This is an optimization exercise on Yosys and OpenROAD, whose aim is small area and a short achievable clock period, not a production implementation.
Function was checked by simulation only, so behaviour that the tests miss may differ from the original.
Power is estimated from default activity; no workload was simulated.

== nickel ==
Design processorPipe, start of the top module:
module processorPipe(
    input clk,
    input rst,
    input [15:0] instr_in,
    output [15:0] pc_out,
    output [15:0] alu_res,
    output memWrite,
    output regWrite,
    output [15:0] rf_WD,
    output [15:0] alu_b,
    output [15:0] read_rs,
    output [15:0] data_out,
    output [15:0] data_in
);
    integer i, k;
    reg [4:0] pc_q;    
    always @(posedge clk or posedge rst) begin
        if (rst)
            pc_q <= 5'd0;
        else
            pc_q <= pc_q + 5'd1;
    end
    assign pc_out = {10'd0, pc_q, 1'b0};
    wire [3:0] op_f = instr_in[15:12];
    wire alu_src_f = (op_f == 4'b0001) | (op_f == 4'b0010) | (op_f == 4'b1000) | (op_f == 4'b1010);
    wire sub_f = (op_f == 4'b0010) | (op_f == 4'b1100) |
                 ((op_f == 4'b0000) & (instr_in[2:1] == 2'b11));
    reg [15:0] ir;
    reg [7:1]  rs_oh, rt_oh;    
    reg        alu_src_d, sub_d;
    always @(posedge clk) begin
        ir <= instr_in;
        for (i = 1; i < 8; i = i + 1) begin
            rs_oh[i] <= (instr_in[11:9] == i[2:0]);
            rt_oh[i] <= (instr_in[8:6] == i[2:0]);
        end
        alu_src_d <= alu_src_f;
        sub_d <= sub_f;
    end
    wire [3:0] op = ir[15:12];
    wire [2:0] rt = ir[8:6];
    wire [2:0] rd = ir[5:3];
    wire [2:0] fn = ir[2:0];
    reg [2:0] alu_ctrl_d;
    reg       reg_dst_d, mem_to_reg_d, mem_write_d, reg_write_d;
    always @(*) begin
        reg_dst_d = 1'b0;
        mem_to_reg_d = 1'b0;
        mem_write_d = 1'b0;
        reg_write_d = 1'b0;
        alu_ctrl_d = 3'b010;
        case (op)
            4'b0000: begin reg_dst_d = 1'b1; reg_write_d = 1'b1; alu_ctrl_d = fn; end
            4'b0001: begin reg_write_d = 1'b1; end
            4'b0010: begin reg_write_d = 1'b1; alu_ctrl_d = 3'b110; end
            4'b1000: begin reg_write_d = 1'b1; mem_to_reg_d = 1'b1; end
            4'b1010: begin mem_write_d = 1'b1; end
            4'b1100: begin alu_ctrl_d = 3'b110; end
            default: ;
  ...
clock: 5.5 ns
lec_check: 0
cap_margin: 20
core_margin: 2
core_utilization: 50
cts_cluster_diameter: 60
cts_cluster_size: 30
place_density: 0.6
setup_slack_margin: 3.2
slew_margin: 20
run.sh (not shown) runs the stock make flow with config.mk's settings and CLKGATE_MAP_FILE= SYNTH_SCRIPT=/design/flow/synth_recipe.tcl, a recipe that flattens the netlist after the stock synthesis.
nickel went all the way through the flow, and no timing, DRC or antenna check failed.
Input-level comparison between yarrow and nickel:
==> flow/flow/run.sh (new file) <==
#!/bin/bash
# Layout flow: the standard ORFS flow (standard.sh, standard synthesis
# unchanged), with clock tree synthesis told not to insert dummy loads.
set -euo pipefail
export CTS_ARGS="-sink_clustering_enable -repair_clock_nets -dont_use_dummy_load -sink_clustering_size 30 -sink_clustering_max_diameter 60"
bash standard.sh > standard_flow.log 2>&1
==> flow/standard.sh (new file) <==
#!/bin/bash
# synth_recipe.tcl (not shown) runs the flow's synth.tcl, then flattens the netlist and writes it again
# the make line also repeats each setting of config.mk as NAME=value (left out here)
make -C /OpenROAD-flow-scripts/flow DESIGN_CONFIG=/design/flow/config.mk WORK_HOME=/design/flow/orfs CLKGATE_MAP_FILE= SYNTH_SCRIPT=/design/flow/synth_recipe.tcl "${@:-finish}"
removed: flow/run.sh
Findings:
From nickel to yarrow the numbers moved as follows: post-detailed-placement cell area comparable; routed wire length comparable. A worst-path cell with the longest stage delay of sky130_fd_sc_hd__dfxtp_1 is what yarrow shows, while sky130_fd_sc_hd__dfxtp_2 belongs to nickel. Switching power on yarrow is ahead of nickel. | worst setup slack | yarrow vs nickel | ≈ equal |. nickel and yarrow ended up with roughly the same routed metal-1 wire length. Leakage power (higher): nickel. Overall routing resource usage delta (yarrow -> nickel): insignificant.


## the reference run
processorPipe, a different RTL version from the one above (not shown whole).
Size: roughly 810 flip-flops, ~0.030 sq mm of cells after synthesis.
clock: 5.5 ns
lec_check: 0
cap_margin: 20
core_margin: 2
core_utilization: 50
cts_cluster_diameter: 60
cts_cluster_size: 30
place_density: 0.6
setup_slack_margin: 3.2
slew_margin: 20
standard.sh (not shown) runs the stock make flow with config.mk's settings and CLKGATE_MAP_FILE= SYNTH_SCRIPT=/design/flow/synth_recipe.tcl, a recipe that flattens the netlist after the stock synthesis.
==> flow/flow/run.sh <==
#!/bin/bash
# Layout flow: the standard ORFS flow (standard.sh, standard synthesis
# unchanged), with clock tree synthesis told not to insert dummy loads.
set -euo pipefail
export CTS_ARGS="-sink_clustering_enable -repair_clock_nets -dont_use_dummy_load -sink_clustering_size 30 -sink_clustering_max_diameter 60"
bash standard.sh > standard_flow.log 2>&1
Setup changes, the reference run to the trial run
- changing PLACE_DENSITY from 0.6 to 0.65
Findings:
Of the two values seen for slowest library cell on the worst path, sky130_fd_sc_hd__a22o_2 was produced by the trial run and sky130_fd_sc_hd__dfxtp_1 by the reference run. The trial run gives more clock skew than the reference run did. Clock share of power ends up lower on the reference run. Compare the trial run and the reference run | area growth from synthesis to layout lower: the reference run.

afterwards: timing with drivers on the ports:
In the flow no input, the clock included, has a driving cell. The finished layouts below were timed again as built, in two steps. Step 1: set_driving_cell puts a clkbuf_16 on clk and a buf_2 on each other input, an assumption about the parent block. Step 2 moves the port delays by t, midway between the first and last clock arrival at a register: inputs arrive t later, outputs are due t later. That takes back most of the time a late clock gives input paths. a / b / c = ideal / step 1 / step 2; a / b = the first two.
run | t (ns) | slack for setup (ns) | slew at the worst register clock pin (ns) | worst slew at a driven data input, ns
nickel | 0.686 | 3.162 / 3.128 / 3.162 | 0.11 / 0.11 | 0.04
yarrow | 0.669 | 3.165 / 3.128 / 3.165 | 0.11 / 0.11 | 0.04
the reference run | 0.637 | 3.234 / 3.173 / 3.234 | 0.11 / 0.11 | 0.05
the trial run | 0.655 | 3.201 / 3.159 / 3.201 | 0.11 / 0.11 | 0.04
After both steps setup and hold are still met in every run listed.
